This is an optimization exercise on Yosys and OpenROAD, whose aim is small area, not a production implementation.
The RTL was checked by simulation tests, not by an equivalence proof against the original design.
Power figures rest on the tool's default switching activity, not on a simulated workload.

main:
==> flow/design.v (excerpt) <==
module firepi_top (
    input  clk_50mhz,
    input  rst,  
    input  uart_rx,  
    output uart_tx,
    input  uart1_rx,  
    output uart1_tx,
    output led_out,  
    output led_solved  
);
    wire clk = clk_50mhz;
    reg [8:0] pc;        
    always @(posedge clk) pc <= pc + 9'd1;
    wire [4:0] ph = pc[4:0];
    wire [3:0] bk = pc[8:5];
    wire [3:0] ph4 = ph[3:0];
    wire lowh = ~ph[4];
    wire k0   = (ph == 5'd0);
    wire kend = (ph == 5'd31);
    localparam [21:0] DINV = 22'h2AAAAA;
    localparam [15:0] LINV = 16'hAAAA;
    reg [21:0] dbq;      
    reg blink;           
    wire [21:0] dbs = dbq ^ DINV;
    wire dbz = (dbs[20:0] == 21'd0);
    always @(posedge clk) begin
        if (rst) begin
            dbq <= 22'd1 ^ DINV;
            blink <= 1'b0;
        end else begin
            dbq <= {dbs[20:0], dbs[21] ^ dbs[20] ^ dbz} ^ DINV;
            if (dbz && !dbs[21]) blink <= ~blink;
        end
    end
    reg [15:0] lfq;      
    wire [15:0] lfsr = lfq ^ LINV;
    always @(posedge clk)
        if (rst) lfq <= 16'hACE1 ^ LINV;
        else lfq <= {lfsr[14:0], lfsr[15] ^ lfsr[13] ^ lfsr[12] ^ lfsr[10]} ^ LINV;
    wire [7:0] rxd1;
    wire [2:0] cls;      
    wire rxv0, rxv1;
    uart_rx_cmd u_rx0 (.clk(clk), .rst(rst), .rx(uart_rx), .cls(cls), .valid(rxv0));
    uart_rx u_rx1 (.clk(clk), .rst(rst), .rx(uart1_rx), .data(rxd1), .valid(rxv1));
    reg [15:0] a0, a1, a2, a3;    
    reg [15:0] b0, b1, b2, b3;    
    reg        gbuf;              
    reg [31:0] acc;               
  ...
For scale: ~1,100 cells after synthesis, about 8 I/O pins.
clock: 20.0 ns
lec_check: 0
abc_area: 1
cap_margin: 20
core_margin: 2
core_utilization: 40
cts_buf_list: sky130_fd_sc_hd__clkbuf_8
cts_cluster_diameter: 80
cts_cluster_size: 14
slew_margin: 20
run.sh (not shown) runs the stock make flow with config.mk's settings and CLKGATE_MAP_FILE= SYNTH_SCRIPT=/design/flow/synth_recipe.tcl, a recipe that flattens the netlist after the stock synthesis.
### main -> the feature branch
--- a/flow/design.v
+++ b/flow/design.v
@@ -158,77 +158,77 @@
                S_A1   = 4'd4, S_A2 = 4'd5, S_RDX = 4'd6, S_AP = 4'd7,
                S_TX   = 4'd8;
     localparam L_NONE = 3'd0, L_SWX = 3'd1, L_SW13 = 3'd3, L_SW23 = 3'd2,
                L_H0 = 3'd4, L_H1 = 3'd5, L_MEAS = 3'd6;
     reg [3:0] st;
     reg processing, green, meas;
     reg [3:0] tbyte, tslot;
     reg [8:0] tq;        
     wire [8:0] tmr = tq ^ 9'h0AA;
     reg txr, nb;
     wire tend = (tmr == 9'h093);
     reg fr;
-    reg [3:0] idx;       
-    wire [3:0] nidx = idx + 4'd1;
+    reg [3:0] idx;
     reg ready;
     reg wpend, wact;
     reg blkp, bact, bcopy, fwd;
     reg [1:0] o;
     reg [2:0] lop;
     reg lact;
     reg [1:0] sub, hi;
     reg carry, prev, mcur, mnext, ep, eq;
     reg [13:0] rr;
     localparam [15:0] C4 = 16'd46344;    
     wire isH  = lop[2] & ~lop[1];
     wire h1   = lop[0];
     wire isM  = lop[2] & lop[1];
     wire isSW = ~lop[2] & lop[1];
     wire mv   = isH | isSW;              
     wire st0  = mv & (sub == 2'd0);
     wire st1  = mv & (sub == 2'd1);
     wire [1:0] hp = hi[0] ? (h1 ? 2'd1 : 2'd2) : 2'd0;
     wire [1:0] hq = hi[0] ? 2'd3 : (h1 ? 2'd2 : 2'd1);
     wire hornH = isH & (sub == 2'd3);
     wire mhorn = isM & (sub == 2'd1);
     wire madd  = isM & (sub == 2'd2);
     wire horn = hornH | mhorn;
-    wire [3:0] j = 4'd0 - bk;
-    wire bfirst = (bk == 4'd1);
-    wire blast = (bk == 4'd0);
+    wire [3:0] j = ~bk;
+    wire bfirst = (bk == 4'd0);
+    wire blast = (bk == 4'd15);
+    wire [3:0] nj = ~(bk + 4'd1);
     wire [1:0] tring;
     wire [1:0] xsel = isM ? (madd ? {2{ph[4]}} : hi) :
                       ((sub == 2'd1) | (sub[1] & hi[1])) ? hq : hp;
     wire [1:0] qsel = !lact ? tring : isM ? hi : hq;
     wire xr = ap[xsel];
     wire qr = ap[qsel];
     wire ext = (isH & hi[1]) ? eq : ep;
     wire xk = lowh ? xr : ext;
     wire mbit = isH ? C4[j] : mcur;
     wire neg = mhorn & bfirst;
     wire first = bfirst & horn;
     wire accp = acc[0];
     wire pm = mbit & xk;
     wire [15:0] rpos = {rr[1:0], 2'b00, rr[13:2]};
     wire injb = (ph < 5'd14) ? 1'b0 : (ph >= 5'd28) ? 1'b1 : rpos[ph[3:0]];
     wire fa_a = st0 ? (isH & xr) : (st1 | madd) ? accp :
                 (horn & ~first & ~k0) ? prev : 1'b0;
     wire fa_b = st0 ? qr : st1 ? (isH & ~xr) :
                 madd ? ((hi == 2'd0) ? injb : xr) : (neg ? ~pm : pm);
     wire cin = k0 ? ((st1 & isH) | neg) : carry;
     wire sum = fa_a ^ fa_b ^ cin;
     wire cout = (fa_a & fa_b) | (cin & (fa_a ^ fa_b));
     wire we_x = lact & (((st0 | st1) & lowh) | (hornH & blast & ~lowh) | madd);
     wire blkreq = (st == S_AP) | ((st == S_IDLE) & ~ready & rxv0 & (cls == 3'd3));
-    wire [3:0] wk = idx;
+    wire [3:0] wk = idx - 4'd1;
     wire wdat = rxd1[ph4[2:0]];
     integer g;
     always @(*) begin
         for (g = 0; g < 4; g = g + 1) begin
             bin[g] = (wact && lowh && wk[2:1] == g && ph4[3] == ~wk[0]) ? wdat : bp[g];
             if (bact && lowh)
                 ain[g] = bcopy ? bp[g] : ((o == g) && (ph4 == 4'd14));
             else if (we_x && xsel == g)
                 ain[g] = sum;
             else
                 ain[g] = ap[g];
         end
@@ -273,29 +273,29 @@
             txr <= 1'b1;
             fr <= 1'b0;
             ready <= 1'b0;
             blkp <= 1'b1;
             bcopy <= 1'b0;
             bact <= 1'b0;
             o <= 2'd0;
             lop <= L_NONE;
             lact <= 1'b0;
         end else begin
             if (rxv1) begin
                 if (!fr) begin
-                    if (rxd1 == 8'hAA) begin idx <= 4'd15; fr <= 1'b1; end
+                    if (rxd1 == 8'hAA) begin idx <= 4'd0; fr <= 1'b1; end
                 end else begin
-                    if (nidx == 4'd8) gbuf <= rxd1[0];
-                    if (nidx == 4'd9) begin ready <= 1'b1; fr <= 1'b0; end
-                    idx <= nidx;
+                    if (idx == 4'd8) gbuf <= rxd1[0];
+                    if (idx == 4'd9) begin ready <= 1'b1; fr <= 1'b0; end
+                    else idx <= idx + 4'd1;
                 end
             end
             if (st == S_AP) ready <= 1'b0;
             case (st)
                 S_IDLE: begin
                     processing <= 1'b0;
                     if (ready) begin
                         processing <= 1'b1;
                         st <= S_AP;
                     end else if (rxv0) begin
                         processing <= 1'b1;
                         case (cls)
@@ -402,28 +402,28 @@
                         sub <= 2'd0;
                         if (!sum || hi == 2'd2) begin
                             o <= sum ? 2'd3 : hi;
                             lop <= L_NONE; lact <= 1'b0;
                             blkp <= 1'b1; bcopy <= 1'b0;
                         end else hi <= hi + 2'd1;
                     end
                 end
             end
         end
     end
     always @(posedge clk) begin
-        if (rxv1 && fr && !nidx[3]) wpend <= 1'b1;
+        if (rxv1 && fr && !idx[3]) wpend <= 1'b1;
         else if (kend) wpend <= 1'b0;
         if (kend) wact <= wpend;
         else if (ph == 5'd15) wact <= 1'b0;
     end
     always @(posedge clk) begin
         carry <= cout;
         prev <= accp;
         if (lact && ph == 5'd15) begin
             if (st0 && isH) ep <= fa_a ^ fa_b ^ cout;
             if (st1 && isH) eq <= fa_a ^ fa_b ^ cout;
             if (isM) ep <= xr;
         end
-        if (lact && isM && lowh && ph4 == ~bk) mnext <= qr;
+        if (lact && isM && lowh && ph4 == nj) mnext <= qr;
     end
 endmodule
[summary]
- Summary of the feature branch over main: cell count after placement level; sequential power rose by about 0.8%; global-route wire length before repair fell by 690 um.
- The relative area change from synthesis to final layout of main and that of the feature branch are within noise of each other.
- The feature branch: PASS, flow complete, no timing, DRC or antenna violations
- Between the feature branch and main, the part of the total power dissipated in the clock network is lower for the feature branch.
- Compared with main, the feature branch shows a lower minimum clock period after layout.
- There was hardly any difference in final instance area between the feature branch and main.
- Utilization of main is on par with the feature branch.
- main leaves less setup margin than the feature branch.
- Taking main as the reference, in the feature branch final wirelength down about 0.9%; final period utilization moved down.
- Compared with main, the feature branch shows synthesized cell count higher by 5.

static timing again, ports no longer ideal:
Ports are ideal in the flow. The routed layouts listed here were re-timed in OpenROAD.
Step 1 sets driving cells, clkbuf_16 on the clock port and buf_2 on the other inputs (assumed; they add their load-dependent delay and slew).
Step 2, shift: input delay + t, output delay - t, t = (earliest + latest rising clock arrival at the registers) / 2. This alone moves slack from input paths to output paths.
a / b / c = no drivers / after step 1 / after step 2; a / b = the first two.
run | t, ns | setup slack, ns | latest minus earliest clock arrival (ns) | worst register clock-pin slew, ns
main | 0.615 | 13.893 / 13.846 / 13.999 | 0.026 / 0.026 | 0.11 / 0.11
the feature branch | 0.592 | 13.933 / 13.890 / 13.996 | 0.030 / 0.030 | 0.10 / 0.10
After both steps every run listed still meets setup and hold.
